This is an optimization exercise on Yosys and OpenROAD, whose aim is small area, not a production implementation. RTL that was checked went through simulation tests only; none was proved equivalent to the original. The RTL of run 1 was laid out without a check of its function. The flow treats the clock pin as an ideal source, which a real chip does not have. Power and IR drop assume default switching activity.

[flow/standard.sh]
#!/bin/bash
# synth_recipe.tcl (not shown) runs the flow's synth.tcl, then flattens the netlist and writes it again
# the make line also repeats each setting of config.mk as NAME=value (left out here)
make -C /OpenROAD-flow-scripts/flow DESIGN_CONFIG=/design/flow/config.mk WORK_HOME=/design/flow/orfs CLKGATE_MAP_FILE= SYNTH_SCRIPT=/design/flow/synth_recipe.tcl "${@:-finish}"
[flow/config.mk]
export PLATFORM = sky130hd
export DESIGN_NAME = switches_top
export DESIGN_NICKNAME = switches_top
export VERILOG_FILES = /design/flow/design.v
export SDC_FILE = /design/flow/constraint.sdc
export NUM_CORES = 4
export LEC_CHECK = 0
export CAP_MARGIN = 20
export CORE_MARGIN = 2
export CORE_UTILIZATION = 40
export CTS_BUF_LIST = sky130_fd_sc_hd__clkbuf_8
export PLACE_DENSITY = 0.6
export SLEW_MARGIN = 20
[flow/design.v]
`timescale 1ns / 1ps
`timescale 1ns / 1ps
`timescale 1ns / 1ps
`timescale 1ns / 1ps
module switches_top(clk, reset, hsync, vsync, switches_p1, switches_p2, rgb);
	input	[7:0]	switches_p1;
	input	[7:0]	switches_p2;
	input			clk;
	input			reset;
	output	reg		hsync;
	output	reg		vsync;
	output	[2:0]	rgb;
	function [5:0] incdec;
		input [5:0] x;
		input en;
		input dec;
		integer i;
		reg t;
		begin
			t = en;
			for (i = 0; i < 6; i = i + 1) begin
				incdec[i] = x[i] ^ t;
				t = t & (x[i] ^ dec);
			end
		end
	endfunction
	function [4:0] move_h;
		input [4:0] x;
		input [1:0] c;
		input z;
		reg [5:0] r;
		begin
			r = incdec({1'b0, x}, !z && !c[1], c[0]);
			move_h = r[4:0];
		end
	endfunction
	function [4:0] move_v;
		input [4:0] x;
		input [1:0] c;
		input z;
		reg [5:0] r;
		begin
			r = incdec({1'b0, x}, !z && c[1], c[0]);
			move_v = r[4:0];
		end
	endfunction
	reg		[4:0]	hc;
	reg		[3:0]	ho;
	reg		[4:0]	vc;
	reg		[3:0]	vo;
	wire			hend	= (hc == 5'd20) && (ho == 4'd9);	 
	wire			vend	= (vc == 5'd17) && (vo == 4'd6);	 
	wire	[5:0]	hc_inc6	= incdec({1'b0, hc}, 1'b1, 1'b0);
	wire	[5:0]	vc_inc6	= incdec({1'b0, vc}, 1'b1, 1'b0);
	wire	[5:0]	ho_inc6	= incdec({2'b0, ho}, 1'b1, 1'b0);
	wire	[5:0]	vo_inc6	= incdec({2'b0, vo}, 1'b1, 1'b0);
	always @(posedge clk) begin
		if (reset || hend) begin
			hc <= 5'd0;
			ho <= 4'd1;
		end
		else if (ho == 4'd14) begin
			hc <= hc_inc6[4:0];
			ho <= 4'd0;
		end
		else
			ho <= ho_inc6[3:0];
	end
	always @(posedge clk) begin
		if (reset || (hend && vend)) begin
			vc <= 5'd0;
			vo <= 4'd0;
		end
		else if (hend) begin
			if (vo == 4'd14) begin
				vc <= vc_inc6[4:0];
				vo <= 4'd0;
			end
			else
				vo <= vo_inc6[3:0];
		end
	end
	always @(posedge clk) begin
		hsync <= (hc == 5'd17 && ho >= 4'd9) || hc == 5'd18 || (hc == 5'd19 && ho <= 4'd1);
		vsync <= (vc == 5'd16 && vo == 4'd14) || (vc == 5'd17 && vo <= 4'd1);
	end
	wire			h_on	= hc < 5'd17 || (hc == 5'd17 && ho <= 4'd1);	 
	wire			v_on	= vc < 5'd16;									 
	wire			display_on = h_on && v_on;
	wire			borders	= display_on && ((hc == 5'd0 && ho <= 4'd2) || (hc == 5'd17 && ho == 4'd1)
								|| (vc == 5'd0 && vo <= 4'd1) || (vc == 5'd15 && vo == 4'd14));
	wire			line254	= vc == 5'd16 && vo == 4'd14 && hc == 5'd0;
	reg		[5:0]	fcnt;	 
	wire			tick	= line254 && ho == 4'd3 && fcnt[1:0] == 2'b00;
	always @(posedge clk) begin
		if (reset)
			fcnt <= {5'b11110, line254 && ho == 4'd1};
		else if (line254 && ho == 4'd2)
			fcnt <= incdec(fcnt, 1'b1, 1'b0);
	end
	reg		[7:0]	dir_sw_q;
	wire	[7:0]	dir_sw	= {switches_p2[3:0], switches_p1[3:0]};
	wire			dir_edge = |(dir_sw & ~dir_sw_q);
	reg		[1:0]	dir1;
	reg		[1:0]	dir2;
	always @(posedge clk) begin
		dir_sw_q <= dir_sw;
		if (reset || dir_edge) begin
			if (reset || (switches_p1[1] && dir1 != 2'b01))
				dir1 <= 2'b00;
			else if (switches_p1[0] && dir1 != 2'b00)
				dir1 <= 2'b01;
			else if (switches_p1[2] && dir1 != 2'b10)
				dir1 <= 2'b11;
			else if (switches_p1[3] && dir1 != 2'b11)
				dir1 <= 2'b10;
			if (!reset && switches_p2[1] && dir2 != 2'b01)
				dir2 <= 2'b00;
			else if (reset || (switches_p2[0] && dir2 != 2'b00))
				dir2 <= 2'b01;
			else if (switches_p2[2] && dir2 != 2'b10)
				dir2 <= 2'b11;
			else if (switches_p2[3] && dir2 != 2'b11)
				dir2 <= 2'b10;
		end
	end
	reg				game_over;
	wire			step	= tick && !game_over;
	reg		[4:0]	hh1, hv1, hh2, hv2;
	reg		[1:0]	a0, a1, a2, a3, a4;
	reg				av1, av2, av3, av4;
	reg		[1:0]	b0, b1, b2, b3, b4;
	reg				bv1, bv2, bv3, bv4;
	reg		[1:0]	grow1, grow2;	 
	wire	[4:0]	nxt_h	= (hc == 5'd19) ? 5'd0 : hc_inc6[4:0];
	wire	[4:0]	vnext	= (vo == 4'd14) ? vc_inc6[4:0] : (vend ? 5'd0 : vc);
	wire	[4:0]	nxt_v	= (hc == 5'd19) ? vnext : vc;
	reg		[4:0]	wh, wv;
	reg				acc01_1, acc24_1, acc01_2, acc24_2;
	reg				t01_1c, t24_1c, t01_2c, t24_2c;
	reg		[1:0]	wc;
	reg				wz;
	reg		[1:0]	wsrc;	 
	always @* begin
		wc = 2'b00;
		wz = 1'b1;
		wsrc = 2'd0;
		if (tick) begin
			wc = dir1; wz = 1'b0; wsrc = 2'd1;
		end
		else case (ho)
			4'd1:  begin wc = a0 ^ 2'b01; wz = 1'b0; wsrc = 2'd1; end
			4'd2:  begin wc = a1 ^ 2'b01; wz = !av1; end
			4'd3:  begin wc = a2 ^ 2'b01; wz = !av2; end
			4'd4:  begin wc = a3 ^ 2'b01; wz = !av3; end
			4'd5:  begin wc = a4 ^ 2'b01; wz = !av4; end
			4'd6:  begin wc = b0 ^ 2'b01; wz = 1'b0; wsrc = 2'd2; end
			4'd7:  begin wc = b1 ^ 2'b01; wz = !bv1; end
			4'd8:  begin wc = b2 ^ 2'b01; wz = !bv2; end
			4'd9:  begin wc = b3 ^ 2'b01; wz = !bv3; end
			4'd10: begin wc = b4 ^ 2'b01; wz = !bv4; end
			default: ;
		endcase
	end
	wire	[4:0]	xh	= (wsrc == 2'd1) ? hh1 : (wsrc == 2'd2) ? hh2 : wh;
	wire	[4:0]	xv	= (wsrc == 2'd1) ? hv1 : (wsrc == 2'd2) ? hv2 : wv;
	wire	[4:0]	sum_h	= move_h(xh, wc, wz);
	wire	[4:0]	sum_v	= move_v(xv, wc, wz);
	wire			hit	= wh == nxt_h && wv == nxt_v;
	wire			walk	= hc != 5'd20;
	always @(posedge clk) begin
		wh <= sum_h;
		wv <= sum_v;
		if (walk) case (ho)
			4'd2:  acc01_1 <= hit;
			4'd3:  acc01_1 <= acc01_1 || hit;
			4'd4:  acc24_1 <= hit && grow1 != 2'd0;
			4'd5:  acc24_1 <= acc24_1 || (hit && grow1[1]);
			4'd6:  acc24_1 <= acc24_1 || (hit && grow1 == 2'd3);
			4'd7:  acc01_2 <= hit;
			4'd8:  acc01_2 <= acc01_2 || hit;
			4'd9:  acc24_2 <= hit && grow2 != 2'd0;
			4'd10: acc24_2 <= acc24_2 || (hit && grow2[1]);
			4'd11: acc24_2 <= acc24_2 || (hit && grow2 == 2'd3);
			default: ;
		endcase
		if (reset || (ho == 4'd14 && hc == 5'd19)) begin
			t01_1c <= 1'b0;
			t24_1c <= 1'b0;
			t01_2c <= 1'b0;
			t24_2c <= 1'b0;
		end
		else if (ho == 4'd14 || hend) begin
			t01_1c <= acc01_1;
			t24_1c <= acc24_1;
			t01_2c <= acc01_2;
			t24_2c <= acc24_2;
		end
	end
	wire	[4:0]	nh1	= sum_h;
	wire	[4:0]	nv1	= sum_v;
	wire	[4:0]	nh2	= move_h(hh2, dir2, 1'b0);
	wire	[4:0]	nv2	= move_v(hv2, dir2, 1'b0);
	always @(posedge clk) begin
		if (reset) begin
			hh1 <= 5'd1;
			hv1 <= 5'd1;
			a0 <= 2'b00;
			av1 <= 1'b0;
			av2 <= 1'b0;
			av3 <= 1'b0;
			av4 <= 1'b0;
			hh2 <= 5'd15;
			hv2 <= 5'd14;
			b0 <= 2'b01;
			bv1 <= 1'b0;
			bv2 <= 1'b0;
			bv3 <= 1'b0;
			bv4 <= 1'b0;
		end
		else if (step) begin
			hh1 <= nh1;
			hv1 <= nv1;
			a0 <= dir1;
			av1 <= 1'b1;
			av2 <= av1;
			av3 <= av2;
			av4 <= av3;
			hh2 <= nh2;
			hv2 <= nv2;
			b0 <= dir2;
			bv1 <= 1'b1;
			bv2 <= bv1;
			bv3 <= bv2;
			bv4 <= bv3;
		end
		if (!reset && step) begin
			a1 <= a0;
			a2 <= a1;
			a3 <= a2;
			a4 <= a3;
			b1 <= b0;
			b2 <= b1;
			b3 <= b2;
			b4 <= b3;
		end
	end
	wire			col1	= (dir1 == (a0 ^ 2'b01))
		|| (av2 && dir1[1] != a0[1] && a1 == (dir1 ^ 2'b01) && a2 == (a0 ^ 2'b01));
	wire			col2	= (dir2 == (b0 ^ 2'b01))
		|| (bv2 && dir2[1] != b0[1] && b1 == (dir2 ^ 2'b01) && b2 == (b0 ^ 2'b01));
	wire			out1	= nh1 == 5'd18 || nh1 == 5'd31 || nv1 == 5'd17 || nv1 == 5'd31;
	wire			out2	= nh2 == 5'd18 || nh2 == 5'd31 || nv2 == 5'd17 || nv2 == 5'd31;
	always @(posedge clk) begin
		if (reset)
			game_over <= 1'b0;
		else if (step)
			game_over <= out1 || out2 || col1 || col2;
	end
	reg		[3:0]	apple_a;	 
	reg				apple_rst;	 
	wire	[3:0]	apple_h	= apple_a;
	wire	[3:0]	apple_v	= {apple_a[2] | apple_rst, apple_a[1:0], 1'b0};
	wire			eat1	= nh1 == {1'b0, apple_h} && nv1 == {1'b0, apple_v};
	wire			eat2	= nh2 == {1'b0, apple_h} && nv2 == {1'b0, apple_v};
	always @(posedge clk) begin
		if (reset) begin
			apple_a <= 4'd8;
			apple_rst <= 1'b1;
			grow1 <= 2'd0;
			grow2 <= 2'd0;
		end
		else if (tick) begin
			if (eat1 || eat2) begin
				apple_a <= fcnt[5:2];
				apple_rst <= 1'b0;
			end
			if (eat1 && grow1 != 2'd3)
				grow1 <= grow1 + 2'd1;
			if (eat2 && grow2 != 2'd3)
				grow2 <= grow2 + 2'd1;
		end
	end
	wire			win_tail	= ho >= 4'd1 && ho <= 4'd11 && vo >= 4'd3 && vo <= 4'd13;
	wire			win_head	= ho <= 4'd13 && vo >= 4'd1 && vo <= 4'd14;
	wire			win_apple	= ho >= 4'd1 && ho <= 4'd14 && vo >= 4'd1 && vo <= 4'd14;
	wire			grid		= ho == 4'd1 && vo == 4'd0;
	wire			t01_1	= win_tail && t01_1c;
	wire			t01_2	= win_tail && t01_2c;
	wire			t24_1	= win_tail && t24_1c;
	wire			t24_2	= win_tail && t24_2c;
	wire			h1		= win_head && hc == hh1 && vc == hv1;
	wire			h2		= win_head && hc == hh2 && vc == hv2;
	wire			apple	= win_apple && hc == {1'b0, apple_h} && vc == {1'b0, apple_v};
	reg				s1_r, s1_g, s1_b, s1_k1, s1_k2;
	reg				s2_r, s2_g, s2_b, s2_k1, s2_k2;
	reg				s3_r, s3_g, s3_b, s3_k1, s3_k2;
	reg				q_r, q_g, q_b;
	always @(posedge clk) begin
		s1_r <= t01_1 || t01_2;
		s1_g <= t01_1 || h1 || h2;
		s1_b <= t01_2 || h2;
		s1_k1 <= !reset && t24_1;
		s1_k2 <= !reset && t24_2;
		s2_r <= s1_r || apple;
		s2_g <= s1_g;
		s2_b <= s1_b;
		s2_k1 <= !reset && s1_k1;
		s2_k2 <= !reset && s1_k2;
		s3_r <= s2_r;
		s3_g <= s2_g || grid;
		s3_b <= s2_b || grid;
		s3_k1 <= !reset && s2_k1;
		s3_k2 <= !reset && s2_k2;
		q_r <= display_on && (s3_r || s3_k1 || s3_k2);
		q_g <= display_on && (s3_g || s3_k1);
		q_b <= display_on && (s3_b || s3_k2);
	end
	assign rgb = {game_over || q_b || borders, q_g, q_r};
endmodule
[flow/constraint.sdc]
create_clock -name core_clock -period 8.0 [get_ports {clk}]
set_input_delay 1.6000 -clock core_clock [delete_from_list [all_inputs] [get_ports {clk}]]
set_output_delay 1.6000 -clock core_clock [all_outputs]
set_load 0.01 [all_outputs]
[flow/flow/area.abc]
strash
&get -n
&fraig -x
&put
scorr
dc2
strash
&get -n
&deepsyn -T 30
&put
strash
&get -n
&dch -f
&nf -R 1000 -a
&put
[flow/flow/my_synth.tcl]
# The standard flow's synthesis script (synth_recipe.tcl), with one change: Yosys's abc
# call uses the area-oriented ABC script next to this file instead of ORFS's
# speed script. Everything before abc, and so every register, is unchanged.
proc synth {args} { yosys synth -nofsm -noshare {*}$args }
proc abc {args} {
  set i [lsearch -exact $args -script]
  if {$i >= 0} { lset args [expr {$i + 1}] $::env(OWN_ABC_SCRIPT) }
  yosys abc {*}$args
}
source $::env(SCRIPTS_DIR)/synth.tcl
# left out here: clear keep_hierarchy, flatten, clean up, hide names made inside functions, write 1_2_yosys.v
[flow/flow/run.sh]
#!/bin/bash
# Own flow: the standard layout (standard.sh), with synthesis run by
# my_synth.tcl (the standard flow's synthesis with an area-oriented ABC script).
set -euo pipefail
W=$(pwd)
export OWN_ABC_SCRIPT="$W/flow/area.abc"
bash "$W/standard.sh" SYNTH_SCRIPT="$W/flow/my_synth.tcl" finish > "$W/flow_make.log" 2>&1
==> notes.md, run 1 <==
pins over their slew limit 0; Area Overhead vs Synth 12.5%; worst path required time 8.33 ns; Crit path max-delay family simple AND/OR/NAND/NOR gates; largest net degree at the start of global routing 32; Setup Crit Path Kind flop to flop; Fin. Hold Viols 0; I/O Buffers 14; Tmin final 6.40 ns; Crit path arrival time 6.73 ns; Skew-Pair Late Insertion Delay 0.46 ns; max-cap viol count 0; routed wire length 17,400 microns; post-route ant nets 0; Synth Cell Area 6400 sq um; Buf+Inv Stages, Crit Path 0; Core ar. 15,800 sq um; main flop type after synthesis dfxtp_1; global placement routability congestion 1.02; Max Clock Skew 0.0137 ns; Clock Tree Root clkbuf_8; postcts setup bufs 0; CP endpoint kind flop; die area 17,000 sq um; RSZ-0062 raised after global routing no; Initial Utilization 40.6%; vias 5,521; number of synthesized flops with an enable pin 25; status timing/DRC/antenna clean; Clock Path Buffers 2; number of library cell types mapped by synthesis 56; Pwr Density 217 nW/um^2; crit start category flop; Die W 131 microns; layout cells sized above 1 4.57%; gr ovfl total 0; TNS Setup 0 ns; die height 131 microns; area of the multi-input gates 3390 sq um; Inserted Clock Buffers 17; Total GRT Usage 21.6%; fraction of registers with async set/reset 0%; share of the yosys chip area belonging to registers 43.9%; Core Rows 46; maximum vdd ir drop 0.139 mV; Via-to-Cell Ratio 5.75; #FFs+latches synth 128; Remaining DRCs 0; hold crit path type flop to flop; nets 780; synthesized area per cell 9.20 sq um; DR WL/cell 18.1 microns; normalized max-slew margin 48.4%; n_diodes 0; fin cells 960; placed instance count 928; critical path's slowest cell mux2i_1; Fmax achieved 156 MHz; crit-path max FO 9; DRT iter0 DRCs 510; DR pass1 iterations 5; FF/Latch Area 2810 sq um; Detailed Place HPWL 12,800 microns; TritonCTS clock tree yes; most used cell, CP mux2i_1; post_cts resized 0; total nets after synthesis 745; CTS hold repair buffers 0; vias in the first global route 5,362; I/O pins 23; cells along the critical path nand3_1, nor2_1, nand4_1, nor2b_1, nand3_1, mux2i_1, and2_0, mux2i_1, nor2_1, xor2_1, nand2b_1, a211o_1, xnor2_1, mux2i_1, nand2_1, xnor2_1, or3_1, a21boi_0, nor2b_1, a22oi_1; post-synthesis cell count 696; Pleak 2.74 nW; Worst Tran Pin Value 0.775 ns; CTS clock-pin slew for the worst setup and hold paths 0.07 ns; global-route wire length before repair 28,100 microns; Sink Count 128; # fillers 1,538; initial antenna violation count 0; Synth Warn # 1; Final setup violation count 0; largest stage delay on the critical path 0.64 ns; fin crit share 80.0%; CTS HTree Levels 4
-- through the flow --
stage               power, W  area [sq um]  hold WS, ns  setup slack [ns]  util (%)
floorplan           0.000938          6400        0.310              2.72         -
global placement     0.00102          6830        0.311              1.95      43.3
detailed placement   0.00102          6830        0.315              1.83      43.3
CTS                  0.00157          7210        0.336              1.73      45.7
global route         0.00163          7210        0.340              1.15      45.7
finish               0.00156          7210        0.334              1.60      45.7
-- sequential cells by signal (all words and copies together) (netlist names), 4 cells and up --
name and cells:
apple_a 4, dir_sw_q 8, fcnt 6, hc 5
hh1 5, hh2 5, ho 4, hv1 5
hv2 5, vc 5, vo 4, wh 5
wv 5
-- worst paths after layout --
check / startpoint / endpoint / slack [ns] / cells past startpoint
worst min-delay path: s1_g / s2_g / 0.33 / 0
worst min register to register: s1_g / s2_g / 0.33 / 0
worst max register to register: vo[2] / apple_a[3] / 1.60 / 20
worst max-delay path: vo[2] / apple_a[3] / 1.60 / 20
-- synthesized netlist by cell type (all sizes together), types with 17 or more instances --
| cell | instances | area [sq um] |
|---|---|---|
| xor2 | 24 | 210 |
| edfxtp | 25 | 751 |
| xnor2 | 26 | 228 |
| nand3 | 17 | 85.1 |
| o21ai | 33 | 165 |
| o22ai | 24 | 150 |
| clkinv | 48 | 180 |
| a22o | 32 | 280 |
| ha | 31 | 388 |
| nor3 | 19 | 95.1 |
| nor2 | 67 | 251 |
| a21oi | 35 | 175 |
| dfxtp | 103 | 2060 |
| nand2 | 57 | 214 |
-- final cells by class --
cell class / instances / area share, %
well taps: 216 / 3.75
flip-flops and latches: 128 / 39.0
repair buffers: 18 / 2.36
clock inverters: 15 / 2.00
clock buffers: 17 / 3.25
inverters: 48 / 2.50
multi-input cells: 518 / 47.1
-- layer usage --
layer  up-vias  track usage (%)  routed length, microns
li1       2626                -                       -
met1      2631             28.0                    7700
met2       214             34.9                    8070
met3        50             4.36                    1100
met4         0             10.0                     540
met5         -                0                       0
-- where the power goes --
group	switching (W)	internal (W)
clock	0.000272	0.000274
combinational	0.000175	0.000106
sequential	0.0000401	0.000696
-- logic make-up after synthesis --
logic type | count (synthesis) | synth area share [%]
compound gates | 192 | 20.7
xor+xnor | 50 | 6.84
fa+ha+maj | 31 | 6.06
buf+inv | 50 | 3.05
flops | 128 | 43.9
mux | 11 | 1.78
simple gates | 234 | 17.7
-- cells in the final DEF, fill, tap and decap left out, types with 4 or more instances in the layout --
cell type	n
nand4_1	7
o22a_1	13
and3_1	8
nor2b_1	14
nor2_1	67
a31oi_1	11
o21ai_0	33
a221oi_1	4
clkinv_1	48
nand2b_1	9
nor4_1	5
and2_0	12
ha_1	31
mux2i_1	8
dfxtp_1	103
a21oi_1	35
clkbuf_8	17
a22o_1	32
buf_4	4
xor2_1	24
a22oi_1	5
nand2_1	57
or2_0	6
xnor2_1	26
nand3_1	17
edfxtp_1	25
nor3_1	19
clkdlybuf4s50_1	14
o22ai_1	24
==> run 2, diff against run 1 <==
--- a/flow/design.v
+++ b/flow/design.v
@@ -129,7 +129,6 @@
 	reg		[4:0]	hh1, hv1, hh2, hv2;
 	reg		[1:0]	a0, a1, a2, a3, a4;
-	reg				av1, av2, av3, av4;
 	reg		[1:0]	b0, b1, b2, b3, b4;
-	reg				bv1, bv2, bv3, bv4;
+	reg				v1, v2, v3, v4;	 
 	reg		[1:0]	grow1, grow2;	 
 	wire	[4:0]	nxt_h	= (hc == 5'd19) ? 5'd0 : hc_inc6[4:0];
@@ -151,13 +150,13 @@
 		else case (ho)
 			4'd1:  begin wc = a0 ^ 2'b01; wz = 1'b0; wsrc = 2'd1; end
-			4'd2:  begin wc = a1 ^ 2'b01; wz = !av1; end
-			4'd3:  begin wc = a2 ^ 2'b01; wz = !av2; end
-			4'd4:  begin wc = a3 ^ 2'b01; wz = !av3; end
-			4'd5:  begin wc = a4 ^ 2'b01; wz = !av4; end
+			4'd2:  begin wc = a1 ^ 2'b01; wz = !v1; end
+			4'd3:  begin wc = a2 ^ 2'b01; wz = !v2; end
+			4'd4:  begin wc = a3 ^ 2'b01; wz = !v3; end
+			4'd5:  begin wc = a4 ^ 2'b01; wz = !v4; end
 			4'd6:  begin wc = b0 ^ 2'b01; wz = 1'b0; wsrc = 2'd2; end
-			4'd7:  begin wc = b1 ^ 2'b01; wz = !bv1; end
-			4'd8:  begin wc = b2 ^ 2'b01; wz = !bv2; end
-			4'd9:  begin wc = b3 ^ 2'b01; wz = !bv3; end
-			4'd10: begin wc = b4 ^ 2'b01; wz = !bv4; end
+			4'd7:  begin wc = b1 ^ 2'b01; wz = !v1; end
+			4'd8:  begin wc = b2 ^ 2'b01; wz = !v2; end
+			4'd9:  begin wc = b3 ^ 2'b01; wz = !v3; end
+			4'd10: begin wc = b4 ^ 2'b01; wz = !v4; end
 			default: ;
 		endcase
@@ -207,15 +206,11 @@
 			hv1 <= 5'd1;
 			a0 <= 2'b00;
-			av1 <= 1'b0;
-			av2 <= 1'b0;
-			av3 <= 1'b0;
-			av4 <= 1'b0;
 			hh2 <= 5'd15;
 			hv2 <= 5'd14;
 			b0 <= 2'b01;
-			bv1 <= 1'b0;
-			bv2 <= 1'b0;
-			bv3 <= 1'b0;
-			bv4 <= 1'b0;
+			v1 <= 1'b0;
+			v2 <= 1'b0;
+			v3 <= 1'b0;
+			v4 <= 1'b0;
 		end
 		else if (step) begin
@@ -223,15 +218,11 @@
 			hv1 <= nv1;
 			a0 <= dir1;
-			av1 <= 1'b1;
-			av2 <= av1;
-			av3 <= av2;
-			av4 <= av3;
 			hh2 <= nh2;
 			hv2 <= nv2;
 			b0 <= dir2;
-			bv1 <= 1'b1;
-			bv2 <= bv1;
-			bv3 <= bv2;
-			bv4 <= bv3;
+			v1 <= 1'b1;
+			v2 <= v1;
+			v3 <= v2;
+			v4 <= v3;
 		end
 		if (!reset && step) begin
@@ -247,7 +238,7 @@
 	end
 	wire			col1	= (dir1 == (a0 ^ 2'b01))
-		|| (av2 && dir1[1] != a0[1] && a1 == (dir1 ^ 2'b01) && a2 == (a0 ^ 2'b01));
+		|| (v2 && dir1[1] != a0[1] && a1 == (dir1 ^ 2'b01) && a2 == (a0 ^ 2'b01));
 	wire			col2	= (dir2 == (b0 ^ 2'b01))
-		|| (bv2 && dir2[1] != b0[1] && b1 == (dir2 ^ 2'b01) && b2 == (b0 ^ 2'b01));
+		|| (v2 && dir2[1] != b0[1] && b1 == (dir2 ^ 2'b01) && b2 == (b0 ^ 2'b01));
 	wire			out1	= nh1 == 5'd18 || nh1 == 5'd31 || nv1 == 5'd17 || nv1 == 5'd31;
 	wire			out2	= nh2 == 5'd18 || nh2 == 5'd31 || nv2 == 5'd17 || nv2 == 5'd31;
@@ -288,12 +279,13 @@
 	wire			t01_1	= win_tail && t01_1c;
 	wire			t01_2	= win_tail && t01_2c;
-	wire			t24_1	= win_tail && t24_1c;
-	wire			t24_2	= win_tail && t24_2c;
 	wire			h1		= win_head && hc == hh1 && vc == hv1;
 	wire			h2		= win_head && hc == hh2 && vc == hv2;
 	wire			apple	= win_apple && hc == {1'b0, apple_h} && vc == {1'b0, apple_v};
-	reg				s1_r, s1_g, s1_b, s1_k1, s1_k2;
-	reg				s2_r, s2_g, s2_b, s2_k1, s2_k2;
-	reg				s3_r, s3_g, s3_b, s3_k1, s3_k2;
+	wire			win_tail3	= ho >= 4'd4 && vo >= 4'd3 && vo <= 4'd13;
+	wire			k1		= win_tail3 && t24_1c;
+	wire			k2		= win_tail3 && t24_2c;
+	reg				s1_r, s1_g, s1_b;
+	reg				s2_r, s2_g, s2_b;
+	reg				s3_r, s3_g, s3_b;
 	reg				q_r, q_g, q_b;
 	always @(posedge clk) begin
@@ -301,19 +293,13 @@
 		s1_g <= t01_1 || h1 || h2;
 		s1_b <= t01_2 || h2;
-		s1_k1 <= !reset && t24_1;
-		s1_k2 <= !reset && t24_2;
 		s2_r <= s1_r || apple;
 		s2_g <= s1_g;
 		s2_b <= s1_b;
-		s2_k1 <= !reset && s1_k1;
-		s2_k2 <= !reset && s1_k2;
 		s3_r <= s2_r;
 		s3_g <= s2_g || grid;
 		s3_b <= s2_b || grid;
-		s3_k1 <= !reset && s2_k1;
-		s3_k2 <= !reset && s2_k2;
-		q_r <= display_on && (s3_r || s3_k1 || s3_k2);
-		q_g <= display_on && (s3_g || s3_k1);
-		q_b <= display_on && (s3_b || s3_k2);
+		q_r <= display_on && (s3_r || k1 || k2);
+		q_g <= display_on && (s3_g || k1);
+		q_b <= display_on && (s3_b || k2);
 	end
 	assign rgb = {game_over || q_b || borders, q_g, q_r};
==> notes.md, run 2 <==
global-route wire length before repair 27,300 microns (was 28,100 microns); Largest regs dir_sw_q: 8 flops, fcnt: 6 flops (unchanged); fin worst setup slack 1.47 ns (was 1.60 ns); Pleak 2.69 nW (was 2.74 nW); fraction of registers with async set/reset 0% (unchanged); Worst Tran Pin Value 1.02 ns (was 0.775 ns); met1 usage 28.2% (was 28.0%); hold crit path type flop to flop (unchanged); status timing/DRC/antenna clean (unchanged); Initial Utilization 41.1% (was 40.6%); number of library cell types mapped by synthesis 56 (unchanged); post_cts resized 0 (unchanged); Setup Crit Path Kind flop to flop (unchanged); fin cells 922 (was 960); die height 129 microns (was 131 microns); fin crit share 81.6% (was 80.0%); post-synthesis cell count 686 (was 696); Fmax achieved 153 MHz (was 156 MHz); max-cap viol count 0 (unchanged); crit start category flop (unchanged); Fin. Hold Viols 0 (unchanged); most common cell after layout, fill and taps aside dfxtp_1 (unchanged); pins over their slew limit 0 (unchanged); nets 770 (was 780); Skew-Pair Late Insertion Delay 0.45 ns (was 0.46 ns); Clock Path Buffers 2 (unchanged); placed instance count 890 (was 928); Via-to-Cell Ratio 5.81 (was 5.75); most frequent cells in the layout 97 x dfxtp_1, 64 x nor2_1, 63 x nand2_1 (was 103 x dfxtp_1, 67 x nor2_1, 57 x nand2_1); crit-path max FO 14 (was 9); main flop type after synthesis dfxtp_1 (unchanged); #FFs+latches synth 122 (was 128); TritonCTS clock tree yes (unchanged); Total Power 0.00153 W (was 0.00156 W); Crit path arrival time 6.87 ns (was 6.73 ns); # fillers 1,468 (was 1,538); gr busiest metal met2 (unchanged); RSZ-0062 raised after global routing no (unchanged); Pwr Density 217 nW/um^2 (about the same); max reg flops 8 (unchanged); Reg with most FFs dir_sw_q (unchanged); top cell type's share of synthesized area 31.1% (was 32.2%); Tmin final 6.53 ns (was 6.40 ns); Synth Cell Area 6240 sq um (was 6400 sq um); die area 16,600 sq um (was 17,000 sq um); maximum vdd ir drop 0.184 mV (was 0.139 mV); I/O pins 23 (unchanged); share of the yosys chip area belonging to registers 43.1% (was 43.9%); met3 Use GR 5.82% (was 4.36%); synthesized area per cell 9.10 sq um (was 9.20 sq um); post-route ant nets 0 (unchanged); total nets after synthesis 735 (was 745); Sink Count 122 (was 128); worst slack, placed 1.73 ns (was 1.83 ns); initial antenna violation count 0 (unchanged); CTS clock-pin slew for the worst setup and hold paths 0.08 ns (was 0.07 ns); Detailed Place HPWL 12,600 microns (was 12,800 microns); Synth area leader dfxtp_1 (unchanged); Area Overhead vs Synth 13.0% (was 12.5%); Total GRT Usage 21.6% (about the same); DRT iter0 DRCs 542 (was 510); Clock Tree Root clkbuf_8 (unchanged); normalized max-slew margin 31.3% (was 48.4%); Final setup violation count 0 (unchanged); vias in the first global route 5,167 (was 5,362); CTS HTree Levels 4 (unchanged); Inserted Clock Buffers 17 (unchanged); worst path required time 8.34 ns (was 8.33 ns); top-count cell post-synth dfxtp_1 (unchanged); Max Clock Skew 0.0103 ns (was 0.0137 ns); routed wire length 16,900 microns (was 17,400 microns); CTS hold repair buffers 0 (unchanged); CP endpoint kind flop (unchanged); Die W 129 microns (was 131 microns); global placement routability congestion 0.943 (was 1.02); most frequent cells after synthesis 97 x dfxtp_1, 64 x nor2_1, 63 x nand2_1 (was 103 x dfxtp_1, 67 x nor2_1, 57 x nand2_1); vias 5,353 (was 5,521); DR pass1 iterations 5 (unchanged); postcts setup bufs 0 (unchanged); gr ovfl total 0 (unchanged); n_diodes 0 (unchanged); DR WL/cell 18.3 microns (was 18.1 microns); Synth area leaders dfxtp_1 31%, edfxtp_1 12%, ha_1 6.2% (was dfxtp_1 32%, edfxtp_1 12%, ha_1 6.1%); TNS Setup 0 ns (unchanged); layout cells sized above 1 4.90% (was 4.57%); number of synthesized flops with an enable pin 25 (unchanged); Core Rows 45 (was 46); Synth Warn # 1 (unchanged); grt met2 use 33.9% (was 34.9%); largest net degree at the start of global routing 22 (was 32); Remaining DRCs 0 (unchanged); Core ar. 15,200 sq um (was 15,800 sq um); I/O Buffers 14 (unchanged)
run 2: changes by cell type in the layout (fill, tap and decap cells not counted), moves of 5 or more:
cell / before / now
nor2b_1: 14 / 5
dfxtp_1: 103 / 97
a21oi_1: 35 / 42
o22a_1: 13 / 5
nand2_1: 57 / 63
xor2_1: 24 / 33
o21ai_0: 33 / 28
o22ai_1: 24 / 14
run 2: worst paths after layout:
path                             from    endpoint  slack, ns  cells after the start
worst min-delay path             s2_r        s3_r       0.33                      0
worst min register to register   s2_r        s3_r       0.33                      0
worst max register to register  hc[0]  apple_a[2]       1.47                     22
worst max-delay path            hc[0]  apple_a[2]       1.47                     22
run 2: logic make-up after synthesis:
group / after synthesis / share of synthesized area, %
flops: 122 / 43.1
fa+ha+maj: 31 / 6.21
mux: 9 / 1.54
buf+inv: 50 / 3.13
compound gates: 181 / 19.9
xor+xnor: 59 / 8.28
simple gates: 234 / 17.8
run 2: metal layers:
metal / vias to the layer above / part of all wire [%]
li1: 2586 / -
met1: 2557 / 44
met2: 176 / 47
met3: 34 / 6.6
met4: 0 / 2.9
met5: - / 0
run 2: worst max-delay path: stages (launching register included):
cell,delay [ns]
dfxtp_1,0.50
clkinv_1,0.30
ha_1,0.28
nand2b_1,0.12
nor3_1,0.08
nor2b_1,0.19
nand3_1,0.09
buf_4,0.21
nand2_1,0.25
nor2_1,0.69
a21oi_1,0.29
o21ai_0,0.30
a211o_1,0.20
xor2_1,0.52
or2_0,0.22
a21oi_1,0.09
xnor2_1,0.41
mux2_1,0.39
nor2_1,0.12
xnor2_1,0.16
or3b_1,0.49
and3_1,0.27
a22o_1,0.24
run 2: report_power, final:
part           switching, W  internal, W
logic              0.000154    0.0000979
clock network      0.000272     0.000313
registers         0.0000329     0.000659
run 2: per-stage QoR:
| step | hold WS (ns) | cell area [sq um] | utilization, % |
|---|---|---|---|
| 6_report | 0.334 | 7060 | 46.4 |
| 5_1_grt | 0.339 | 7060 | 46.4 |
| 4_1_cts | 0.332 | 7060 | 46.4 |
| 3_5_place_dp | 0.315 | 6630 | 43.6 |
| 3_3_place_gp | 0.311 | 6630 | 43.6 |
| 2_1_floorplan | 0.310 | 6240 | - |
run 2: area by class of cell:
class / count / area, sq um / share of cell area, %
multi-input cells: 514 / 3360 / 47.6
flip-flops and latches: 122 / 2690 / 38.2
well taps: 188 / 235 / 3.33
clock buffers: 17 / 234 / 3.32
clock inverters: 15 / 189 / 2.68
inverters: 48 / 180 / 2.55
repair buffers: 18 / 170 / 2.41
==> run 3, diff against run 2 <==
==> flow/flow/run.sh (replaced) <==
#!/bin/bash
# Own flow: the standard layout (standard.sh), with synthesis run by
# my_synth.tcl (the standard flow's synthesis, area-oriented for the combinational
# logic), the smallest buffer on the ports, and a clock tree of few large
# buffers without dummy loads.
set -euo pipefail
W=$(pwd)
export OWN_ABC_SCRIPT="$W/flow/area.abc"
bash "$W/standard.sh" SYNTH_SCRIPT="$W/flow/my_synth.tcl" \
  BUFFER_PORTS_ARGS="-buffer_cell sky130_fd_sc_hd__buf_1" \
  CTS_ARGS="-sink_clustering_enable -repair_clock_nets -buf_list sky130_fd_sc_hd__clkbuf_16 -sink_clustering_size 40 -sink_clustering_max_diameter 200 -dont_use_dummy_load" \
  finish > "$W/flow_make.log" 2>&1
==> flow/flow/my_synth.tcl (replaced) <==
# The standard flow's synthesis script (synth_recipe.tcl), with two changes that touch
# only combinational logic: no full/half-adder extraction (the adders stay
# plain gates for ABC), and Yosys's abc call uses the area-oriented ABC
# script next to this file instead of ORFS's speed script.  Everything that
# makes the registers is unchanged.
proc synth {args} { yosys synth -nofsm -noshare {*}$args }
proc extract_fa {args} {}
proc abc {args} {
  set i [lsearch -exact $args -script]
  if {$i >= 0} { lset args [expr {$i + 1}] $::env(OWN_ABC_SCRIPT) }
  yosys abc {*}$args
}
source $::env(SCRIPTS_DIR)/synth.tcl
# left out here: clear keep_hierarchy, flatten, clean up, hide names made inside functions, write 1_2_yosys.v
--- a/flow/config.mk
+++ b/flow/config.mk
@@ -9,5 +9,4 @@
 export CORE_MARGIN = 2
 export CORE_UTILIZATION = 40
-export CTS_BUF_LIST = sky130_fd_sc_hd__clkbuf_8
 export PLACE_DENSITY = 0.6
 export SLEW_MARGIN = 20
==> notes.md, run 3 <==
largest stage delay on the critical path 0.66 ns (was 0.69 ns); DRT iter0 DRCs 447 (was 542); CP endpoint kind flop (unchanged); post-route ant nets 0 (unchanged); vias 5,293 (was 5,353); global-route wire length before repair 27,600 microns (was 27,300 microns); Fmax achieved 149 MHz (was 153 MHz); placed instance count 872 (was 890); RSZ-0062 raised after global routing no (unchanged); top-count cell post-synth dfxtp_1 (unchanged); Initial Utilization 40.9% (was 41.1%); Max Clock Skew 0.0207 ns (was 0.0103 ns); total nets after synthesis 693 (was 735); layout cells sized above 1 2.70% (was 4.90%); TNS Setup 0 ns (unchanged); most used cell, CP xnor2_1; global placement routability congestion 0.885 (was 0.943); main flop type after synthesis dfxtp_1 (unchanged); CTS hold repair buffers 0 (unchanged); TritonCTS clock tree yes (unchanged); Pwr Density 232 nW/um^2 (was 217 nW/um^2); maximum vdd ir drop 0.173 mV (was 0.184 mV); Remaining DRCs 0 (unchanged); postcts setup bufs 0 (unchanged); worst slack, placed 1.41 ns (was 1.73 ns); DR pass1 iterations 5 (unchanged); Setup Crit Path Kind flop to flop (unchanged); fin crit share 83.9% (was 81.6%); Tmin final 6.71 ns (was 6.53 ns); max reg flops 8 (unchanged); nets 725 (was 770); Worst Tran Pin Value 1.04 ns (was 1.02 ns); Core Rows 44 (was 45); Reg with most FFs dir_sw_q (unchanged); largest net degree at the start of global routing 31 (was 22); Crit path arrival time 7.01 ns (was 6.87 ns); Synth area leader dfxtp_1 (unchanged); Skew-Pair Late Insertion Delay 0.42 ns (was 0.45 ns); initial antenna violation count 0 (unchanged); synthesized area per cell 8.81 sq um (was 9.10 sq um); clock share of power 38.7% (was 38.3%); most common cell after layout, fill and taps aside dfxtp_1 (unchanged); number of synthesized flops with an enable pin 25 (unchanged); crit-path max FO 18 (was 14); post_cts resized 0 (unchanged); Final setup violation count 0 (unchanged); gr ovfl total 0 (unchanged); #FFs+latches synth 122 (unchanged); fin worst setup slack 1.29 ns (was 1.47 ns); CTS clock-pin slew for the worst setup and hold paths 0.05 ns (was 0.08 ns); cells along the critical path or2_0, or4_1, or2_0, nand2_1, nor2_1, a22oi_1, o21ai_0, xor2_1, nand3_1, xnor2_1, clkinv_1, nand2_1, a21oi_1, xnor2_1, mux2i_1, nor2b_1, xnor2_1, or4_1, clkinv_1, a31oi_1, nor2b_1, a22o_1 (was clkinv_1, ha_1, nand2b_1, nor3_1, nor2b_1, nand3_1, buf_4, nand2_1, nor2_1, a21oi_1, o21ai_0, a211o_1, xor2_1, or2_0, a21oi_1, xnor2_1, mux2_1, nor2_1, xnor2_1, or3b_1, and3_1, a22o_1); fin cells 889 (was 922); Core ar. 14,500 sq um (was 15,200 sq um); die area 15,900 sq um (was 16,600 sq um); Synth Warn # 1 (unchanged); routed wire length 16,800 microns (was 16,900 microns); fraction of registers with async set/reset 0% (unchanged); pins over their slew limit 0 (unchanged); hold crit path type flop to flop (unchanged); CTS HTree Levels 4 (unchanged); I/O Buffers 14 (unchanged); fin util 45.8% (was 46.4%); gr busiest metal met2 (unchanged); critical path's slowest cell nor2_1 (unchanged); Largest regs dir_sw_q: 8 flops, fcnt: 6 flops (unchanged); I/O pins 23 (unchanged); Sw Pwr 0.000422 W (was 0.000459 W); number of library cell types mapped by synthesis 53 (was 56); most frequent cells after synthesis 97 x dfxtp_1, 72 x nor2_1, 64 x nand2_1 (was 97 x dfxtp_1, 64 x nor2_1, 63 x nand2_1); vias in the first global route 5,277 (was 5,167); Synth area leaders dfxtp_1 33%, edfxtp_1 13%, xnor2_1 5.9% (was dfxtp_1 31%, edfxtp_1 12%, ha_1 6.2%); normalized max-slew margin 30.3% (was 31.3%); Inserted Clock Buffers 17 (unchanged); Area Overhead vs Synth 11.8% (was 13.0%); Clock Tree Root clkbuf_16 (was clkbuf_8); share of the yosys chip area belonging to registers 45.3% (was 43.1%); status timing/DRC/antenna clean (unchanged); Clock Path Buffers 2 (unchanged); # fillers 1,442 (was 1,468); crit start category flop (unchanged); Fin. Hold Viols 0 (unchanged); die height 126 microns (was 129 microns); Sink Count 122 (unchanged); Total GRT Usage 21.9% (was 21.6%); DR WL/cell 18.9 microns (was 18.3 microns); switching portion of total power 27.3% (was 30.0%); Detailed Place HPWL 12,400 microns (was 12,600 microns); met1 usage 29.1% (was 28.2%); max-cap viol count 0 (unchanged); Total Power 0.00154 W (was 0.00153 W); Internal Power 0.00112 W (was 0.00107 W); Synth Cell Area 5950 sq um (was 6240 sq um); n_diodes 0 (unchanged); Via-to-Cell Ratio 5.95 (was 5.81); top cell type's share of synthesized area 32.6% (was 31.1%); post-synthesis cell count 675 (was 686); met3 Use GR 5.69% (was 5.82%); most frequent cells in the layout 97 x dfxtp_1, 71 x nor2_1, 64 x nand2_1 (was 97 x dfxtp_1, 64 x nor2_1, 63 x nand2_1); combinational share of power 15.6% (was 16.5%); worst path required time 8.30 ns (was 8.34 ns); Pleak 2.38 nW (was 2.69 nW); grt met2 use 35.1% (was 33.9%); sequential power share 45.7% (was 45.2%); Die W 126 microns (was 129 microns)
-- run 3: cell count changes in the layout (fill, tap and decap cells not counted), sizes merged, moves of 6 or more --
| cell | change |
|---|---|
| a22oi | +6 |
| xnor2 | +14 |
| a22o | -10 |
| xor2 | -8 |
| ha | -31 |
| clkdlybuf4s50 | -14 |
| clkinv | -9 |
| buf | +11 |
| nor2 | +8 |
| nor3 | +6 |
| nor2b | +7 |
-- run 3: path summary, 6_finish.rpt --
check | slack [ns] | cells after the start | from | to
max | 1.29 | 22 | ho[2] | apple_a[1]
min | 0.32 | 0 | s2_r | s3_r
max reg2reg | 1.29 | 22 | ho[2] | apple_a[1]
min reg2reg | 0.32 | 0 | s2_r | s3_r
-- run 3: worst max-delay path: cells and delay by family (launching register included) --
| kind | cells | cell delay [ns] |
|---|---|---|
| multiplexers | 1 | 0.29 |
| XOR/XNOR | 4 | 1.02 |
| AND/OR/NAND/NOR | 10 | 3.54 |
| AO/OA/AOI/OAI | 5 | 0.77 |
| buffers and inverters | 2 | 0.32 |
| flip-flops | 1 | 0.65 |
-- run 3: layer usage --
layer,routed length (microns),up-vias
met5,0,-
met4,313,0
met3,969,27
met2,7960,174
met1,7570,2573
li1,-,2519
-- run 3: cells by family (layout without fill, tap and decap cells) --
| group | Yosys count | in the layout | synth area share (%) |
|---|---|---|---|
| simple gates | 258 | 258 | 20.8 |
| compound gates | 180 | 180 | 20.4 |
| flops | 122 | 122 | 45.3 |
| xor+xnor | 65 | 65 | 9.57 |
| buf+inv | 44 | 74 | 2.90 |
| mux | 6 | 6 | 1.01 |
-- run 3: power by group through the flow --
stage	combinational, W	clock (W)	sequential [W]
floorplan	0.000184	0	0.000699
global placement	0.000228	0	0.000715
detailed placement	0.000236	0	0.000716
CTS	0.000238	0.000608	0.000704
global route	0.000268	0.000633	0.000709
finish	0.000240	0.000597	0.000705
-- run 3: layout make-up --
class | instances | area [sq um] | area share [%]
clock buffers | 17 | 425 | 6.39
flip-flops and latches | 122 | 2690 | 40.5
inverters | 42 | 158 | 2.37
repair buffers | 15 | 60.1 | 0.903
multi-input cells | 509 | 3090 | 46.4
well taps | 184 | 230 | 3.46
-- run 3: per-stage QoR --
step / area [sq um] / hold WS [ns]
floorplan: 5950 / 0.310
global route: 6650 / 0.328
finish: 6650 / 0.325
detailed placement: 6220 / 0.312
global placement: 6220 / 0.313
CTS: 6650 / 0.324
==> run 4, diff against run 3 <==
==> flow/flow/run.sh (replaced) <==
#!/bin/bash
# Own flow: the standard layout (standard.sh) with
# - synthesis by my_synth.tcl: the standard flow's synthesis, area-oriented for the
#   combinational logic (registers unchanged),
# - the smallest buffer on the ports,
# - a clock tree of small buffers without dummy loads, where post_cts.tcl
#   upsizes the buffers whose flip-flop clock pins see too much slew.
set -euo pipefail
W=$(pwd)
export OWN_ABC_SCRIPT="$W/flow/area.abc"
bash "$W/standard.sh" SYNTH_SCRIPT="$W/flow/my_synth.tcl" \
  BUFFER_PORTS_ARGS="-buffer_cell sky130_fd_sc_hd__buf_1" \
  CTS_ARGS="-sink_clustering_enable -repair_clock_nets -buf_list sky130_fd_sc_hd__clkbuf_4 -dont_use_dummy_load" \
  POST_CTS_TCL="$W/flow/post_cts.tcl" \
  finish > "$W/flow_make.log" 2>&1
==> flow/flow/post_cts.tcl (new file) <==
# After clock tree synthesis: upsize every clock buffer whose flip-flop clock
# pins see a slew above the target, until none does.
set_propagated_clock [all_clocks]
set target 0.085
set sizes {sky130_fd_sc_hd__clkbuf_4 sky130_fd_sc_hd__clkbuf_8 sky130_fd_sc_hd__clkbuf_16}
for {set round 0} {$round < 6} {incr round} {
  estimate_parasitics -placement
  set bump {}
  foreach pin [get_pins -hierarchical */CLK] {
    set s 0
    foreach p {slew_max_rise slew_max_fall} { set v [get_property $pin $p]; if {$v > $s} {set s $v} }
    if {$s > $target} {
      set net [get_nets -of_objects $pin]
      foreach drv [get_pins -of_objects $net -filter "direction==output"] {
        lappend bump [get_full_name [get_cells -of_objects $drv]]
      }
    }
  }
  set bump [lsort -unique $bump]
  if {[llength $bump] == 0} { break }
  set changed 0
  foreach c $bump {
    set m [get_property [get_cells $c] ref_name]
    set i [lsearch $sizes $m]
    if {$i >= 0 && $i < [llength $sizes] - 1} {
      replace_cell [get_cells $c] [lindex $sizes [expr {$i + 1}]]
      incr changed
    }
  }
  puts "post_cts round $round: upsized $changed clock buffers"
  if {$changed == 0} { break }
}
detailed_placement
estimate_parasitics -placement
==> notes.md, run 4 <==
Worst Hold Depth 0 (unchanged); gr ovfl total 0 (unchanged); CTS clock-pin slew for the worst setup and hold paths 0.08 ns (was 0.05 ns); share of the yosys chip area belonging to registers 45.3% (unchanged); DR pass1 iterations 6 (was 5); global placement routability congestion 0.885 (unchanged); sequential power share 54.7% (was 45.7%); Tmin final 6.66 ns (was 6.71 ns); main flop type after synthesis dfxtp_1 (unchanged); I/O pins 23 (unchanged); combinational share of power 18.6% (was 15.6%); maximum vdd ir drop 0.130 mV (was 0.173 mV); Internal Power 0.000898 W (was 0.00112 W); Fmax achieved 150 MHz (was 149 MHz); Initial Utilization 40.9% (unchanged); top-count cell post-synth dfxtp_1 (unchanged); #FFs+latches synth 122 (unchanged); Largest regs dir_sw_q: 8 flops, fcnt: 6 flops (unchanged); normalized max-slew margin 30.0% (was 30.3%); FF-to-FF End apple_a[1] (unchanged); TritonCTS clock tree yes (unchanged); layout cells sized above 1 2.70% (unchanged); Detailed Place HPWL 12,400 microns (unchanged); fin crit share 83.3% (was 83.9%); crit start category flop (unchanged); gr busiest metal met2 (unchanged); number of library cell types mapped by synthesis 53 (unchanged); area of the multi-input gates 3090 sq um (unchanged); most common cell after layout, fill and taps aside dfxtp_1 (unchanged); Total GRT Usage 21.8% (was 21.9%); status timing/DRC/antenna clean (unchanged); TNS Setup 0 ns (unchanged); global-route wire length before repair 27,500 microns (was 27,600 microns); R2R Path Start ho[2] (unchanged); I/O Buffers 14 (unchanged); crit-path max FO 18 (unchanged); total nets after synthesis 693 (unchanged); n_diodes 0 (unchanged); pins over their slew limit 0 (unchanged); register-to-register setup slack 1.34 ns (was 1.29 ns); clock share of power 26.7% (was 38.7%); vias in the first global route 5,312 (was 5,277); Remaining DRCs 0 (unchanged); Synth area leaders dfxtp_1 33%, edfxtp_1 13%, xnor2_1 5.9% (unchanged); max reg flops 8 (unchanged); Core ar. 14,500 sq um (unchanged); DR WL/cell 18.7 microns (was 18.9 microns); nets 725 (unchanged); Hold Startpoint s2_r (unchanged); CP endpoint kind flop (unchanged); Pleak 2.27 nW (was 2.38 nW); Reg with most FFs dir_sw_q (unchanged); grt met2 use 35.1% (about the same); Die W 126 microns (unchanged); Sink Count 122 (unchanged); largest net degree at the start of global routing 31 (unchanged); routed wire length 16,700 microns (was 16,800 microns); Skew-Pair Late Insertion Delay 0.58 ns (was 0.42 ns); number of synthesized flops with an enable pin 25 (unchanged); worst setup path startpoint ho[2] (unchanged); switching portion of total power 30.2% (was 27.3%); initial antenna violation count 0 (unchanged); Crit path arrival time 7.14 ns (was 7.01 ns); Hold EP s3_r (unchanged); Setup Crit Path Kind flop to flop (unchanged); vias 5,302 (was 5,293); Via-to-Cell Ratio 5.96 (was 5.95); Fin. Hold Viols 0 (unchanged); max-cap viol count 0 (unchanged); met3 Use GR 5.27% (was 5.69%); met1 usage 28.8% (was 29.1%); most frequent cells after synthesis 97 x dfxtp_1, 72 x nor2_1, 64 x nand2_1 (unchanged); post-synthesis cell count 675 (unchanged); die area 15,900 sq um (unchanged); Final setup violation count 0 (unchanged); Sw Pwr 0.000389 W (was 0.000422 W); # fillers 1,477 (was 1,442); Synth area leader dfxtp_1 (unchanged); hold crit path type flop to flop (unchanged); top cell type's share of synthesized area 32.6% (unchanged); DRT iter0 DRCs 383 (was 447); Synth Warn # 1 (unchanged); FF/Latch Area 2690 sq um (unchanged); Pwr Density 201 nW/um^2 (was 232 nW/um^2); Core Rows 44 (unchanged); worst path required time 8.47 ns (was 8.30 ns); synthesized area per cell 8.81 sq um (unchanged); RSZ-0062 raised after global routing no (unchanged); fraction of registers with async set/reset 0% (unchanged); Worst Tran Pin Value 1.04 ns (about the same); die height 126 microns (unchanged); Area Overhead vs Synth 7.76% (was 11.8%); Synth Cell Area 5950 sq um (unchanged); fin util 44.1% (was 45.8%); R2R cell count 22 (unchanged); most frequent cells in the layout 97 x dfxtp_1, 71 x nor2_1, 64 x nand2_1 (unchanged); post-route ant nets 0 (unchanged); Max Clock Skew 0.0312 ns (was 0.0207 ns)
[run 4: cell type report]
class / count / share of cell area [%]
Multi-Input combinational cell: 509 / 48.1
Sequential cell: 122 / 42.0
Tap cell: 184 / 3.59
Clock buffer: 17 / 2.87
Inverter: 42 / 2.46
Timing Repair Buffer: 15 / 0.937
[run 4: routing by layer]
metal  vias up  share of wire, %
met5         -                 0
met1      2579                44
met4         0               2.2
li1       2520                 -
met2       172                47
met3        31               6.4
[run 4: how the worst max path moves through the flow]
| stage | slack [ns] | end | depth (start not counted) |
|---|---|---|---|
| floorplan | 2.82 | apple_a[1] | 22 |
| global placement | 1.49 | apple_a[0] | 22 |
| detailed placement | 1.41 | apple_a[1] | 22 |
| global route | 0.60 | apple_a[3] | 22 |
| finish | 1.34 | apple_a[1] | 22 |
[run 4: power groups by stage]
stage | Clock, W | Sequential, W | Combinational [W]
6_report | 0.000343 | 0.000703 | 0.000240
5_1_grt | 0.000379 | 0.000707 | 0.000268
3_5_place_dp | 0 | 0.000716 | 0.000236
3_3_place_gp | 0 | 0.000715 | 0.000228
2_1_floorplan | 0 | 0.000699 | 0.000184
[run 4: cell families after synthesis]
| family | after synthesis | share of synthesized area (%) |
|---|---|---|
| multiplexers | 6 | 1.01 |
| AND/OR/NAND/NOR | 258 | 20.8 |
| buffers and inverters | 44 | 2.90 |
| AO/OA/AOI/OAI | 180 | 20.4 |
| XOR/XNOR | 65 | 9.57 |
| flip-flops | 122 | 45.3 |
[run 4: worst max-delay path, cell delays in order (launching register included)]
cell	delay (ns)
dfxtp_1	0.65
or2_0	0.51
or4_1	0.22
or2_0	0.46
nand2_1	0.42
nor2_1	0.66
a22oi_1	0.15
o21ai_0	0.20
xor2_1	0.18
nand3_1	0.18
xnor2_1	0.30
clkinv_1	0.19
nand2_1	0.12
a21oi_1	0.08
xnor2_1	0.40
mux2i_1	0.29
nor2b_1	0.18
xnor2_1	0.14
or4_1	0.55
clkinv_1	0.12
a31oi_1	0.09
nor2b_1	0.22
a22o_1	0.25
[run 4: stage by stage]
stage	hold WS (ns)	power (W)	setup WS (ns)	cells	area [sq um]
after global routing	0.333	0.00135	0.596	889	6410
after global placement	0.313	0.000943	1.49	872	6220
after detailed placement	0.312	0.000952	1.41	872	6220
final	0.329	0.00129	1.34	889	6410
after floorplan	0.310	0.000883	2.82	675	5950
==> run 5, diff against run 4 <==
==> flow/flow/area.abc (replaced) <==
strash
&get -n
&fraig -x
&put
scorr
dc2
strash
&get -n
&deepsyn -T 30
&put
strash
dch -f
amap -m
--- a/flow/config.mk
+++ b/flow/config.mk
@@ -9,4 +9,5 @@
 export CORE_MARGIN = 2
 export CORE_UTILIZATION = 40
+export GPL_TIMING_DRIVEN = 0
 export PLACE_DENSITY = 0.6
 export SLEW_MARGIN = 20
==> notes.md, run 5 <==
synthesized area per cell 7.92 sq um (was 8.81 sq um); register-to-register setup slack 0.62 ns (was 1.34 ns); pins over their slew limit 0 (unchanged); Final setup violation count 0 (unchanged); DR pass1 iterations 5 (was 6); crit start category flop (unchanged); R2R Path Start ho[0] (was ho[2]); Die W 125 microns (was 126 microns); TNS Setup 0 ns (unchanged); Total GRT Usage 23.2% (was 21.8%); Synth Warn # 1 (unchanged); most common cell after layout, fill and taps aside nor2_1 (was dfxtp_1); die area 15,500 sq um (was 15,900 sq um); number of synthesized flops with an enable pin 25 (unchanged); Fmax achieved 136 MHz (was 150 MHz); status timing/DRC/antenna clean (unchanged); normalized max-slew margin 33.3% (was 30.0%); gr ovfl total 0 (unchanged); DR WL/cell 18.6 microns (was 18.7 microns); Critical Path Sink apple_a[3] (was apple_a[1]); worst path required time 8.46 ns (was 8.47 ns); Largest regs dir_sw_q: 8 flops, fcnt: 6 flops (unchanged); Reg with most FFs dir_sw_q (unchanged); I/O Buffers 14 (unchanged); sequential power share 52.4% (was 54.7%); dpl cell area 6130 sq um (was 6220 sq um); global placement routability congestion 0.945 (was 0.885); post-route ant nets 0 (unchanged); initial antenna violation count 0 (unchanged); fin crit share 92.2% (was 83.3%); die height 125 microns (was 126 microns); Crit path arrival time 7.84 ns (was 7.14 ns); top-count cell post-synth nor2_1 (was dfxtp_1); Worst Tran Pin Value 0.997 ns (was 1.04 ns); share of the yosys chip area belonging to registers 46.3% (was 45.3%); post-synthesis cell count 734 (was 675); Synth area leader dfxtp_1 (unchanged); Synth area leaders dfxtp_1 33%, edfxtp_1 13%, nor2_1 8.3% (was dfxtp_1 33%, edfxtp_1 13%, xnor2_1 5.9%); Core Rows 44 (unchanged); Detailed Place HPWL 13,400 microns (was 12,400 microns); Area Overhead vs Synth 9.24% (was 7.76%); n_diodes 0 (unchanged); maximum vdd ir drop 0.126 mV (was 0.130 mV); Internal Power 0.000907 W (was 0.000898 W); placed instance count 933 (was 872); Initial Utilization 40.4% (was 40.9%); CTS clock-pin slew for the worst setup and hold paths 0.08 ns (about the same); vias in the first global route 5,389 (was 5,312); global-route wire length before repair 28,600 microns (was 27,500 microns); nets 787 (was 725); worst setup path startpoint ho[0] (was ho[2]); combinational share of power 19.6% (was 18.6%); number of library cell types mapped by synthesis 46 (was 53); most frequent cells in the layout 128 x nor2_1, 122 x clkinv_1, 97 x dfxtp_1 (was 97 x dfxtp_1, 71 x nor2_1, 64 x nand2_1); hold crit path type flop to flop (unchanged); hold slack 0.339 ns (was 0.329 ns); Max Clock Skew 0.0265 ns (was 0.0312 ns); Tmin final 7.38 ns (was 6.66 ns); largest net degree at the start of global routing 26 (was 31); Pleak 2.10 nW (was 2.27 nW); fin util 44.2% (was 44.1%); max-cap viol count 0 (unchanged); layout cells sized above 1 3.26% (was 2.70%); Remaining DRCs 0 (unchanged); FF-to-FF End apple_a[3] (was apple_a[1]); switching portion of total power 30.9% (was 30.2%); crit-path max FO 11 (was 18); I/O pins 23 (unchanged); Sink Count 122 (unchanged); RSZ-0062 raised after global routing no (unchanged); #FFs+latches synth 122 (unchanged); clock share of power 28.0% (was 26.7%); Synth Cell Area 5810 sq um (was 5950 sq um); routed wire length 17,700 microns (was 16,700 microns); Via-to-Cell Ratio 5.96 (about the same); Skew-Pair Late Insertion Delay 0.57 ns (was 0.58 ns); Fin. Hold Viols 0 (unchanged); fin cells 951 (was 889); post-layout instance area 6350 sq um (was 6410 sq um); main flop type after synthesis dfxtp_1 (unchanged); CP endpoint kind flop (unchanged); Setup Crit Path Kind flop to flop (unchanged); vias 5,667 (was 5,302); max reg flops 8 (unchanged); top cell type's share of synthesized area 33.4% (was 32.6%); fraction of registers with async set/reset 0% (unchanged); Core ar. 14,400 sq um (was 14,500 sq um); Sw Pwr 0.000406 W (was 0.000389 W); total nets after synthesis 752 (was 693); Pwr Density 207 nW/um^2 (was 201 nW/um^2); TritonCTS clock tree yes (unchanged); most frequent cells after synthesis 129 x nor2_1, 122 x clkinv_1, 97 x dfxtp_1 (was 97 x dfxtp_1, 72 x nor2_1, 64 x nand2_1); DRT iter0 DRCs 598 (was 383); R2R cell count 25 (was 22)
==> run 5: per-stage QoR <==
| stage | power [W] | worst slack, ns |
|---|---|---|
| detailed placement | 0.000947 | 0.447 |
| floorplan | 0.000876 | 2.42 |
| global route | 0.00138 | 0.0301 |
| finish | 0.00131 | 0.623 |
| global placement | 0.000939 | 0.538 |
==> run 5: power groups by stage <==
| stage | Sequential, W | Clock [W] | Combinational [W] |
|---|---|---|---|
| 2_1_floorplan | 0.000690 | 0 | 0.000185 |
| 3_3_place_gp | 0.000701 | 0 | 0.000239 |
| 3_5_place_dp | 0.000701 | 0 | 0.000246 |
| 5_1_grt | 0.000692 | 0.000401 | 0.000283 |
| 6_report | 0.000688 | 0.000368 | 0.000257 |
==> run 5: logic make-up after synthesis <==
kind of cell,after synthesis,synth area share [%]
compound gates,245,27.4
xor+xnor,1,0.151
buf+inv,124,8.14
flops,122,46.3
simple gates,242,17.9
==> run 5: worst min-delay path by stage <==
| stage | slack, ns | depth (start not counted) | to | startpoint |
|---|---|---|---|---|
| final | 0.34 | 0 | s2_g | s1_g |
| after global routing | 0.34 | 0 | s2_g | s1_g |
| after detailed placement | 0.32 | 0 | s2_b | s1_b |
| after global placement | 0.31 | 0 | s2_b | s1_b |
| after floorplan | 0.31 | 0 | s2_b | s1_b |
==> run 5: layout make-up <==
cell class                 instances  area [sq um]
clock buffer                      17           201
sequential                       122          2690
multi-input combinational        488          2660
fill                            1449          8020
inverter                         122           458
timing repair buffer              16          88.8
tap                              184           230
buffer                             2          15.0
==> run 5: layer usage <==
layer / vias to the layer above / wire length, microns / global-route usage [%]
met3: 19 / 1270 / 6.01
met1: 2669 / 8000 / 30.9
met5: - / 0 / 0
met4: 0 / 277 / 6.87
li1: 2760 / - / -
met2: 219 / 8170 / 37.2
==> run 5: worst max-delay path, stage by stage, from the launching register on <==
cell and delay, ns:
dfxtp_1 0.47, clkinv_1 0.28, nor2_1 0.31, clkinv_1 0.31, or4_1 0.58, nor2_1 0.25, clkinv_1 0.33, nand2_2 0.32
nor2_1 0.23, a222oi_1 0.43, buf_4 0.19, clkinv_1 0.08, o221ai_1 0.20, clkinv_1 0.12, o221ai_1 0.15, nor2_1 0.09
a21oi_1 0.39, clkinv_1 0.20, o22ai_1 0.32, nor3_1 0.12, nand2_1 0.07, o21ai_0 0.23, or4_1 0.50, nor4_2 0.54
o21ai_0 0.31, o22a_1 0.22
==> run 6, diff against run 5 <==
--- a/flow/config.mk
+++ b/flow/config.mk
@@ -9,5 +9,4 @@
 export CORE_MARGIN = 2
 export CORE_UTILIZATION = 40
-export GPL_TIMING_DRIVEN = 0
 export PLACE_DENSITY = 0.6
 export SLEW_MARGIN = 20
==> notes.md, run 6 <==
CTS clock-pin slew for the worst setup and hold paths 0.07 ns (was 0.08 ns); Synth area leaders dfxtp_1 33%, edfxtp_1 13%, nor2_1 8.3% (unchanged); CP endpoint kind flop (unchanged); most used cell, CP clkinv_1 (unchanged); Worst Tran Pin Value 0.993 ns (was 0.997 ns); Final setup violation count 0 (unchanged); Fin. Hold Viols 0 (unchanged); number of synthesized flops with an enable pin 25 (unchanged); crit-path max FO 11 (unchanged); synthesized area per cell 7.92 sq um (unchanged); Largest regs dir_sw_q: 8 flops, fcnt: 6 flops (unchanged); Synth area leader dfxtp_1 (unchanged); fin crit share 86.9% (was 92.2%); routed wire length 17,300 microns (was 17,700 microns); Core ar. 14,400 sq um (unchanged); hold crit path type flop to flop (unchanged); layout cells sized above 1 3.12% (was 3.26%); DR WL/cell 18.1 microns (was 18.6 microns); most common cell after layout, fill and taps aside nor2_1 (unchanged); Die W 125 microns (unchanged); top-count cell post-synth nor2_1 (unchanged); initial antenna violation count 1 (was 0); largest net degree at the start of global routing 29 (was 26); Remaining DRCs 0 (unchanged); Worst path depth 26 (was 25); I/O pins 23 (unchanged); Pwr Density 207 nW/um^2 (about the same); gr ovfl total 0 (unchanged); die height 125 microns (unchanged); Detailed Place HPWL 13,300 microns (was 13,400 microns); vias 5,709 (was 5,667); share of the yosys chip area belonging to registers 46.3% (unchanged); Setup Crit Path Kind flop to flop (unchanged); Reg with most FFs dir_sw_q (unchanged); Max Clock Skew 0.0303 ns (was 0.0265 ns); post-layout instance area 6340 sq um (was 6350 sq um); Initial Utilization 40.4% (unchanged); worst slack, placed 1.19 ns (was 0.447 ns); dpl cell area 6130 sq um (about the same); global placement routability congestion 0.952 (was 0.945); number of library cell types mapped by synthesis 46 (unchanged); Sink Count 122 (unchanged); max-cap viol count 0 (unchanged); #FFs+latches synth 122 (unchanged); fraction of registers with async set/reset 0% (unchanged); RSZ-0062 raised after global routing no (unchanged); post-synthesis cell count 734 (unchanged); placed instance count 936 (was 933); fin worst setup slack 1.05 ns (was 0.623 ns); vias in the first global route 5,428 (was 5,389); Buf+Inv Stages, Crit Path 8 (was 7); TritonCTS clock tree yes (unchanged); Crit path max-delay family simple AND/OR/NAND/NOR gates (unchanged); fin util 44.1% (was 44.2%); nets 789 (was 787); Via-to-Cell Ratio 5.98 (was 5.96); R2R cell count 26 (was 25); most frequent cells in the layout 128 x nor2_1, 122 x clkinv_1, 97 x dfxtp_1 (unchanged); pins over their slew limit 0 (unchanged); Total GRT Usage 22.7% (was 23.2%); most frequent cells after synthesis 129 x nor2_1, 122 x clkinv_1, 97 x dfxtp_1 (unchanged); normalized max-slew margin 33.6% (was 33.3%); Synth Warn # 1 (unchanged); worst path required time 8.46 ns (about the same); Tmin final 6.95 ns (was 7.38 ns); DR pass1 iterations 7 (was 5); main flop type after synthesis dfxtp_1 (unchanged); Fmax achieved 144 MHz (was 136 MHz); Area Overhead vs Synth 9.09% (was 9.24%); status timing/DRC/antenna clean (unchanged); post-route ant nets 0 (unchanged); die area 15,500 sq um (unchanged); maximum vdd ir drop 0.134 mV (was 0.126 mV); critical path's slowest cell nor4_1 (was or4_1); total nets after synthesis 752 (unchanged); largest stage delay on the critical path 0.63 ns (was 0.58 ns); TNS Setup 0 ns (unchanged); top cell type's share of synthesized area 33.4% (unchanged); Worst Hold Depth 0 (unchanged); I/O Buffers 14 (unchanged); Pleak 2.10 nW (about the same); Crit path arrival time 7.41 ns (was 7.84 ns); fin cells 955 (was 951); Synth Cell Area 5810 sq um (unchanged); max reg flops 8 (unchanged); Core Rows 44 (unchanged); global-route wire length before repair 27,800 microns (was 28,600 microns); DRT iter0 DRCs 564 (was 598); crit start category flop (unchanged); Skew-Pair Late Insertion Delay 0.59 ns (was 0.57 ns)
[run 6: cell counts after synthesis]
No cell type changed its count.
[run 6: kinds of logic after synthesis]
kind of cell,Yosys count,synth area share (%)
compound gates,245,27.4
xor+xnor,1,0.151
buf+inv,124,8.14
flops,122,46.3
simple gates,242,17.9
[run 6: where the power goes]
part / switching (W) / leakage (nW) / internal [W] / total, W
combinational: 0.000163 / 0.963 / 0.0000904 / 0.000253
clock: 0.000205 / 0.112 / 0.000164 / 0.000369
sequential: 0.0000309 / 1.03 / 0.000659 / 0.000690
total: 0.000399 / 2.10 / 0.000914 / 0.00131
[run 6: through the flow]
step | total power, W | hold WS, ns
detailed placement | 0.000950 | 0.319
finish | 0.00131 | 0.328
floorplan | 0.000876 | 0.310
global route | 0.00138 | 0.329
global placement | 0.000945 | 0.311
[run 6: worst paths after layout]
kind,startpoint,to,slack [ns]
worst min-delay path,s1_b,s2_b,0.33
worst max register to register,ho[0],apple_a[3],1.05
worst max-delay path,ho[0],apple_a[3],1.05
worst min register to register,s1_b,s2_b,0.33
[run 6: worst reg2reg max path, stage by stage, from the launching register on]
cell and delay (ns):
dfxtp_1 0.45, clkinv_1 0.26, nor2_1 0.28, clkinv_1 0.29, or4_1 0.58, nor2_1 0.25
clkinv_1 0.13, nand2_1 0.08, buf_4 0.19, nor2_1 0.18, a222oi_1 0.57, clkinv_1 0.16
o221ai_1 0.25, clkinv_1 0.14, o221ai_1 0.16, nor2_1 0.10, a21oi_1 0.27, clkinv_1 0.18
o22ai_1 0.27, nor3_1 0.12, nand2_1 0.07, o21ai_0 0.08, buf_4 0.17, or4_1 0.43
nor4_1 0.63, o21ai_0 0.34, o22a_1 0.23
[run 6: layer usage]
metal	wire length (microns)	part of all wire (%)	vias up	global-route usage (%)
li1	-	-	2750	-
met1	7560	44	2639	30.1
met2	7770	45	278	34.9
met3	1430	8.3	42	5.80
met4	542	3.1	0	10.2
met5	0	0	-	0
[run 6: cell type report]
| type | count | area [sq um] |
|---|---|---|
| Multi-Input combinational cell | 488 | 2650 |
| Fill cell | 1416 | 8030 |
| Tap cell | 184 | 230 |
| Sequential cell | 122 | 2690 |
| Timing Repair Buffer | 20 | 97.6 |
| Antenna cell | 2 | 5.00 |
| Inverter | 122 | 458 |
| Clock buffer | 17 | 208 |

Check on run 6: ideal ports give 1.050 ns setup slack; a clkbuf_16 on the clock port and buf_2 on the inputs give 1.050 ns; moving port delays by the midpoint clock arrival (0.621 ns) as well gives 1.050 ns.
